Source: an optimization exercise on an open RTL-to-GDS flow (aim: small area and a short achievable clock period). Production flows keep margins and buffers that such runs may drop. In this exercise RTL edits were held to simulation tests only and were not proved equivalent to the original.

File: flow/run.sh
#!/bin/bash
# synth_recipe.tcl (not shown) runs the flow's synth.tcl, then flattens the netlist and writes it again
# the make line also repeats each setting of config.mk as NAME=value (left out here)
make -C /OpenROAD-flow-scripts/flow DESIGN_CONFIG=/design/flow/config.mk WORK_HOME=/design/flow/orfs CLKGATE_MAP_FILE= SYNTH_SCRIPT=/design/flow/synth_recipe.tcl finish
File: flow/config.mk
export PLATFORM = sky130hd
export DESIGN_NAME = adder_tree
export DESIGN_NICKNAME = adder_tree
export VERILOG_FILES = /design/flow/design.v
export SDC_FILE = /design/flow/constraint.sdc
export NUM_CORES = 4
export LEC_CHECK = 0
export CAP_MARGIN = 20
export CORE_MARGIN = 2
export CORE_UTILIZATION = 40
export SLEW_MARGIN = 20
File: flow/constraint.sdc
create_clock -name core_clock -period 7.0 [get_ports {clk}]
set_input_delay 1.4000 -clock core_clock [delete_from_list [all_inputs] [get_ports {clk}]]
set_output_delay 1.4000 -clock core_clock [all_outputs]
set_load 0.01 [all_outputs]
File: flow/design.v
module adder_tree
#(
    parameter   NB_IN               = 16,
    parameter   IN_WIDTH            = 16,
    parameter   OUT_WIDTH           = IN_WIDTH+NB_IN,
    parameter   USE_PIPE            = 0
)
(
    input   wire                        clk,
    input   wire                        aresetn,
    input   wire [NB_IN*IN_WIDTH-1:0]   data_in,
    input   wire                        data_in_en,
    output  reg [OUT_WIDTH-1:0]        data_out,
    output  reg                        data_out_en
);
reg [OUT_WIDTH-1:0]        data_out_tmp;
integer i;
generate
    if (USE_PIPE==0) begin
        always @(posedge clk or negedge aresetn)
        begin
            if(!aresetn) begin
                data_out    <= { OUT_WIDTH {1'b0} };
                data_out_en <= 1'b0;
            end
            else begin
                data_out_tmp = 0;
                for(i=0;i<NB_IN;i++)begin
                    data_out_tmp = data_out_tmp+data_in[i*IN_WIDTH +: IN_WIDTH];
                end
                data_out <= data_out_tmp;
                data_out_en <= data_in_en;
            end
        end
    end
    if (USE_PIPE==1) begin
        always @(posedge clk or negedge aresetn)
        begin
            if(!aresetn) begin
            end
            else begin
            end
        end
    end
endgenerate
endmodule
==> results by group <==
Placement
  • Inst Count DP: approximately 1,200
  • HPWL reported at the end of detailed placement: around 16,000 microns
  • Port bufs: 280
  • Routability cong.: roughly 0.78

CTS
  • Root Buffer: clkbuf_16
  • CTS sink cnt: 22
  • CTS tree: yes
  • CTS buffer count: 3
  • Setup Buffers After CTS: 0
  • Clock slew seen by the registers of the worst setup and hold paths: ~60 ps
  • Cts hold-fix bufs: 0
  • Cts repair resizes: 0
  • H-tree Lvls: 1
  • Max clock buf depth: 2

Worst setup path
  • CP startpoint kind: input pin
  • Setup crit end kind: register
  • Worst EP arrival: 6940 ps
  • Critical path class: in -> reg
  • WP data required: about 7000 ps
  • Crit path max fanout: 3

GRT
  • Vias in the first global route: just under 6,000
  • Global-route wire length before repair: 28,100 microns
  • GRT Overall Usage: between 10% and 20%
  • GRT Residual Overflow: 0
  • Initial antenna violation count: 0
  • Largest net degree at the start of global routing: 23

Synth
  • Synth area leaders: fa_1, inv_1, dfrtp_1, ha_1, buf_4
  • Mapped Cells: 733
  • Post-synth top area share: roughly three fifths
  • Ys flop type: dfrtp_1
  • Yosys top cell by area: fa_1
  • Post-synthesis simple-gate area fraction: between 1.5 and 2%
  • Mapped Area: 0.00736 sq mm
  • XOR/XNOR Fraction of Synth Area: under 10%
  • Adder-Cell Fraction of Synth Area: 64.8%
  • Number of synthesized flops with an enable pin: 0
  • Number of synthesized register bits: 22
  • Synthesis Warnings: 1
  • Avg Cell Area, Syn: 10.0 sq um
  • Cell variety after synth: 36
  • Largest family of logic cells by synthesized area: adder cells
  • Post-synthesis compound-gate area fraction: 4.22%
  • Post-synthesis sequential area ratio: between 7 and 8%
  • Multiplexer share of the synthesized area: 0%
  • Share of flip-flops with an asynchronous set or reset: 100%

Floorplanning
  • Core area: 0.0180 sq mm
  • Width of the die: roughly 140 microns
  • Row cnt: 49
  • I/O pins: 292
  • Die area: approximately 0.019 sq mm
  • Chip height: 140 microns
  • Initial Utilization: 40.8%

Timing
  • Fin crit share: 96.6%
  • Final Max Slew Viols: 0
  • Hold Slack: 1110 ps
  • Worst relative slew slack: 66.2%
  • Crit path time final: 6760 ps
  • Highest Clock Rate: 0.148 GHz
  • RSZ-0062 raised after global routing: no
  • Worst-Margin Slew: 507 ps
  • Final Hold Fails: 0
  • Final Setup Violations: 0

Run status
  • Status: timing/DRC/antenna clean

Cells and area
  • Most frequent cells in the layout: inv_1, clkdlybuf4s50_1, fa_1
  • Final Net Count: roughly 1,500
  • # diodes: 0
  • Layout cells sized above 1: 1.57%
  • Layout area overhead: 43.1%
  • Fillers: ~1,600
  • Post-route non-filler standard cell count: 1,249
  • Commonest non-fill, non-tap cell in the layout: inv_1

Detailed routing
  • DR vias: approximately 5,200
  • Vias per inst: 4.18
  • DR pass1 iterations: 4
  • Number of DRC markers in iteration 0: 89
  • DRT Wirelength: 16,400 microns
  • Antenna Violating Nets Remaining: 0
  • Wire per inst: 13.2 microns
  • Drt drc: 0

Run
  • Max Cap Violations: 0

Min path
  • Hold Crit Class: in -> async
## metal layers
layer / vias up / GRT usage, % / part of all wire, %
li1: 2493 / - / -
met1: 2554 / 23.6 / 40
met2: 171 / 32.5 / 53
met3: 2 / 2.86 / 7.0
met4: 0 / 1.42 / 0.24
met5: - / 0 / 0
## sequential cells by signal, summed over array words and instances, names as in the netlist
signal,cells
data_out,21
data_out_en,1
## layout make-up
| class | instances | area [sq um] | share of cell area [%] |
|---|---|---|---|
| multi-input combinational | 344 | 5380 | 51.1 |
| timing repair buffer | 285 | 2840 | 26.9 |
| inverter | 365 | 1370 | 13.0 |
| sequential | 22 | 551 | 5.23 |
| tap | 229 | 287 | 2.72 |
| clock buffer | 3 | 75.1 | 0.713 |
| clock inverter | 1 | 30.0 | 0.285 |
## synthesized netlist by cell type, types with 2 or more instances
library cell / count
xnor2_1: 6
xor2_1: 8
o21ai_0: 3
a221o_1: 2
a21boi_0: 2
a21oi_1: 15
fa_1: 220
buf_4: 11
nor4_1: 2
nor2_1: 3
ha_1: 29
and3_1: 2
dfrtp_1: 22
inv_1: 365
nand3_1: 5
nand2_1: 10
a31oi_1: 2
a21o_1: 8
## logic make-up after synthesis
logic type                 after synthesis
adders and majority gates              249
AOI/OAI and AO/OA                       44
DFF                                     22
xor gates and xnor gates                14
other                                    1
and+or+nand+nor                         26
buffers and inverters                  377
## final timing paths
path                       slack (ps)                      to  cells past startpoint  startpoint
worst max-delay path              240  data_out[14]$_DFF_PN0_                     18  data_in[2]
worst min-delay path             1110   data_out_en$_DFF_PN0_                      1     aresetn
max in group asynchronous        5550   data_out[4]$_DFF_PN0_                      1     aresetn
min in group core_clock          1590   data_out_en$_DFF_PN0_                      1  data_in_en
## worst max-delay path, cell delays in order
cell and delay (ps):
clkdlybuf4s50_1 510, inv_1 70, fa_1 540, inv_1 50, fa_1 470, fa_1 540
fa_1 460, fa_1 550, inv_1 60, fa_1 530, inv_1 40, ha_1 210
fa_1 410, a21o_1 210, a221oi_2 320, o211ai_1 140, a41oi_1 270, xnor2_1 150
## metrics by stage
stage | cell area (sq um) | util, % | setup WS (ps) | TNS, ps
finish | 10500 | 58.4 | 240 | 0
global route | 10500 | 58.4 | 59.2 | 0
global placement | 10400 | 57.9 | 11.1 | 0
floorplan | 7390 | - | 718 | 0
CTS | 10500 | 58.4 | 199 | 0
detailed placement | 10400 | 57.9 | -1.53 | -1.53

## separate check: timing with driven ports
No port has a modelled driver above. Below, the same layout with a new extraction and two added sets of constraints. Step 1 sets driving cells, clkbuf_16 on the clock port and buf_2 on the other inputs (assumed; they add their load-dependent delay and slew). Step 2 moves the port delays by t, midway between the first and last clock arrival at a register: inputs arrive t later, outputs are due t later. That takes back most of the time a late clock gives input paths. Three values: ideal, step 1, step 2; two values: the first two.
t (ns): 0.282
slack for setup (ns): 0.240 / 0.244 / -0.038
hold WS [ns]: 1.112 / 1.105 / 1.387
slew at the worst register clock pin (ns): 0.06 / 0.06
Met with ideal ports but missed after step 2: setup timing in this run. The setup slack of this run moves by +0.004 ns with the drivers and by -0.278 ns with both steps.
